Source: an optimization exercise on an open RTL-to-GDS flow (aim: small area). Production flows keep margins and buffers that such runs may drop.
The RTL was checked by simulation tests, not by an equivalence proof against the original design.

==> flow/design.v <==
module PhysicalNeuronController_iLoop(
    clk, rst, kill,
    iADDR, W_DATA,
    SWU_EN, SWU_ADDR, SWU_DATA,
    Addr2SYNAPSE, Addr2SOMA, Addr2STDP,
    Data2SYNAPSE, Data2SOMA, Data2STDP,
    EN_SYNAPSE, EN_SOMA, EN_STDP,
    RC_SYNAPSE, RC_SOMA, RC_STDP,
    W_EN2Synapse, W_EN2SOMA, W_EN2STDP,
    o_ctrl, dbg_DATA1, dbg_DATA2
);
input clk, rst, kill;
input [15:0] iADDR;
input [31:0] W_DATA;
input SWU_EN;
input [15:0] SWU_ADDR;
input [7:0] SWU_DATA;
output [6:0] Addr2SYNAPSE, Addr2SOMA, Addr2STDP;
output [31:0] Data2SYNAPSE, Data2SOMA, Data2STDP;
output EN_SYNAPSE, EN_SOMA, EN_STDP;
output RC_SYNAPSE, RC_SOMA, RC_STDP;
output W_EN2Synapse, W_EN2SOMA, W_EN2STDP;
output [1:0] o_ctrl;
output [31:0] dbg_DATA1, dbg_DATA2;
wire [15:0] a_in = SWU_EN ? SWU_ADDR : iADDR;
wire [31:0] d_in = SWU_EN ? {24'b0, SWU_DATA} : W_DATA;
assign dbg_DATA1 = d_in;
reg [1:0] ctl;
always @(posedge clk) begin
    if (rst)
        ctl <= 2'b10;
    else if (a_in[15])
        ctl <= 2'b01;
    else if (a_in[14])
        ctl <= 2'b10;
    else if (|a_in[13:7])
        ctl <= 2'b11;
    else if (|a_in[6:0])
        ctl <= 2'b01;
    else
        ctl <= 2'b00;
end
assign o_ctrl = ctl;
reg [1:0] nst, st;
always @(posedge clk) begin
    st <= nst;
    if (kill)
        nst <= 2'b00;
    else
        case (st)
        2'b00: nst <= (ctl == 2'b11) ? 2'b01 : 2'b00;
        2'b01: nst <= (ctl == 2'b00) ? 2'b00 : (ctl == 2'b11) ? 2'b10 : 2'b01;
        2'b10: nst <= (ctl == 2'b00) ? 2'b01 : (ctl == 2'b11) ? 2'b11 : 2'b10;
        2'b11: nst <= (ctl == 2'b01 || ctl == 2'b10) ? 2'b11 : 2'b10;
        endcase
end
wire [3:0] t = a_in[15:12];
wire [2:0] k = {t[3] & t[1], t[3] & (~t[1] | t[0]), t[3] ? (t[1:0] == 2'b00) : t[2]};
wire [41:0] w_word = {k, a_in[6:0],
                      (ctl == 2'b10) ? d_in[31:16] : 16'b0, d_in[15:0]};
wire [41:0] h_word = {k, a_in[14:8], 16'b0, d_in[31:16]};
parameter [41:0] P0 = {42{1'b1}}, P1 = 42'h0, P2 = 42'h0, PB = 42'h0;
reg [41:0] n0, n1, n2, s0, s1, s2, buf_q;
wire [41:0] v0 = s0 ^ P0, v1 = s1 ^ P1, v2 = s2 ^ P2;
always @(posedge clk) begin
    s0 <= n0;
    s1 <= n1;
    s2 <= n2;
    n0 <= P0 ^ (st[1] ? v1 : (st[0] ? w_word : h_word));
    n1 <= P1 ^ (st[1] ? (st[0] ? v2 : w_word) : h_word);
    n2 <= P2 ^ (st[0] ? w_word : h_word);
    if (kill)
        buf_q <= PB;
    else if (st != 2'b00)
        buf_q <= PB ^ v0;
    else if (ctl != 2'b00)
        buf_q <= PB ^ w_word;
    else
        buf_q <= PB;
end
wire [41:0] buf_out = buf_q ^ PB;
reg [2:0] f;
always @(posedge clk)
    f <= buf_out[41:39];
wire f_a = f[2], f_b = f[1], f_c = f[0];
assign EN_SYNAPSE = ~f_a;
assign EN_SOMA = f_a & ~f_b;
assign EN_STDP = f_a & f_b;
assign RC_SYNAPSE = f_c;
assign RC_SOMA = 1'b0;
assign RC_STDP = 1'b0;
assign W_EN2Synapse = ~f_a & f_b;
assign W_EN2SOMA = EN_SOMA;
assign W_EN2STDP = EN_STDP;
wire [6:0] a_out = buf_out[38:32];
wire [31:0] d_out = buf_out[31:0];
assign Addr2SYNAPSE = EN_SYNAPSE ? a_out : 7'b0;
assign Addr2SOMA = EN_SOMA ? a_out : 7'b0;
assign Addr2STDP = EN_STDP ? a_out : 7'b0;
assign Data2SYNAPSE = EN_SYNAPSE ? d_out : 32'b0;
assign Data2SOMA = EN_SOMA ? d_out : 32'b0;
assign Data2STDP = EN_STDP ? d_out : 32'b0;
assign dbg_DATA2 = d_out;
endmodule
Settings: LEC_CHECK=0, ABC_AREA=1, CAP_MARGIN=20, CORE_MARGIN=2, CORE_UTILIZATION=60, SLEW_MARGIN=20; clock period 5.0 ns.
standard.sh (not shown) runs the stock make flow with config.mk's settings and CLKGATE_MAP_FILE= SYNTH_SCRIPT=/design/flow/synth_recipe.tcl, a recipe that flattens the netlist after the stock synthesis.
==> flow/flow/run.sh <==
#!/bin/bash
set -euo pipefail
F=$(cd "$(dirname "${BASH_SOURCE[0]}")" && pwd)
export MY_ABC_SCRIPT=$F/abc_area.script
export BUFFER_PORTS_ARGS="-buffer_cell sky130_fd_sc_hd__buf_1"
export CTS_ARGS="-sink_clustering_enable -repair_clock_nets -dont_use_dummy_load -buf_list {sky130_fd_sc_hd__clkbuf_4} -sink_clustering_size 10 -sink_clustering_max_diameter 35"
bash standard.sh SYNTH_SCRIPT=$F/synth.tcl finish > standard.log 2>&1
==> flow/flow/abc_area.script <==
strash
dch -f
amap
topo
==> flow/flow/synth.tcl <==
proc synth {args} { yosys synth -nofsm -noshare {*}$args }
proc abc {args} {
  set i [lsearch $args -script]
  if {$i >= 0 && [info exists ::env(MY_ABC_SCRIPT)] && $::env(MY_ABC_SCRIPT) ne ""} {
    lset args [expr {$i + 1}] $::env(MY_ABC_SCRIPT)
  }
  yosys abc {*}$args
}
source $::env(SCRIPTS_DIR)/synth.tcl
# left out here: clear keep_hierarchy, flatten, clean up, hide names made inside functions, write 1_2_yosys.v
Then changed:
--- a/flow/design.v
+++ b/flow/design.v
@@ -62,21 +62,17 @@
 parameter [41:0] P0 = {42{1'b1}}, P1 = 42'h0, P2 = 42'h0, PB = 42'h0;
 reg [41:0] n0, n1, n2, s0, s1, s2, buf_q;
 wire [41:0] v0 = s0 ^ P0, v1 = s1 ^ P1, v2 = s2 ^ P2;
+wire sel_w = ~kill & (st == 2'b00) & (ctl != 2'b00);
+wire sel_s = ~kill & (st != 2'b00);
+wire [41:0] x_word = st[0] ? w_word : h_word;
 always @(posedge clk) begin
     s0 <= n0;
     s1 <= n1;
     s2 <= n2;
-    n0 <= P0 ^ (st[1] ? v1 : (st[0] ? w_word : h_word));
-    n1 <= P1 ^ (st[1] ? (st[0] ? v2 : w_word) : h_word);
-    n2 <= P2 ^ (st[0] ? w_word : h_word);
-    if (kill)
-        buf_q <= PB;
-    else if (st != 2'b00)
-        buf_q <= PB ^ v0;
-    else if (ctl != 2'b00)
-        buf_q <= PB ^ w_word;
-    else
-        buf_q <= PB;
+    n0 <= P0 ^ (st[1] ? v1 : x_word);
+    n1 <= P1 ^ ((st == 2'b11) ? v2 : (st[0] ? h_word : w_word));
+    n2 <= P2 ^ x_word;
+    buf_q <= PB ^ ({42{sel_w}} & w_word | {42{sel_s}} & v0);
 end
 wire [41:0] buf_out = buf_q ^ PB;
 reg [2:0] f;
Outcome: The changed run completed with no timing, DRC or antenna violations. Design area shrinks by 2.5%. Clock-buffer cell count grows by 2. Register-to-register slack is worse by 0.13 ns. Non-clock buffer count shrinks by 1. Worst hold slack is better by 0.0042 ns. Global-route usage shrinks by 0.81 points. Cell count shrinks by 3.5%. Die area shrinks by 2.8%. Worst setup slack is worse by 0.41 ns. Via count shrinks by 3.8%. Synthesized area shrinks by 2.9%. Routed wire length shrinks by 4.8%. Sequential share of layout area grows by 1.5 points.

what the ideal ports hide:
No port has a modelled driver above. Below, the same layouts with a new extraction and two added sets of constraints.
Step 1: set_driving_cell puts a clkbuf_16 on clk and a buf_2 on each other input, an assumption about the parent block.
Step 2 also shifts input and output timing later by t, the mid clock arrival at the registers, as if the neighbouring blocks saw the same clock.
Three values: no drivers, after step 1, after step 2; two values: the first two.
| run | shift t [ns] | slack for setup (ns) | hold WS [ns] | cell pins on the clock port's net |
|---|---|---|---|---|
| the first run | 0.635 | 1.331 / 1.290 / 1.519 | 0.304 / 0.304 / 0.304 | 1 |
| the second run | 0.648 | 0.920 / 0.881 / 1.529 | 0.308 / 0.308 / 0.308 | 1 |
After both steps every run listed still meets setup and hold.
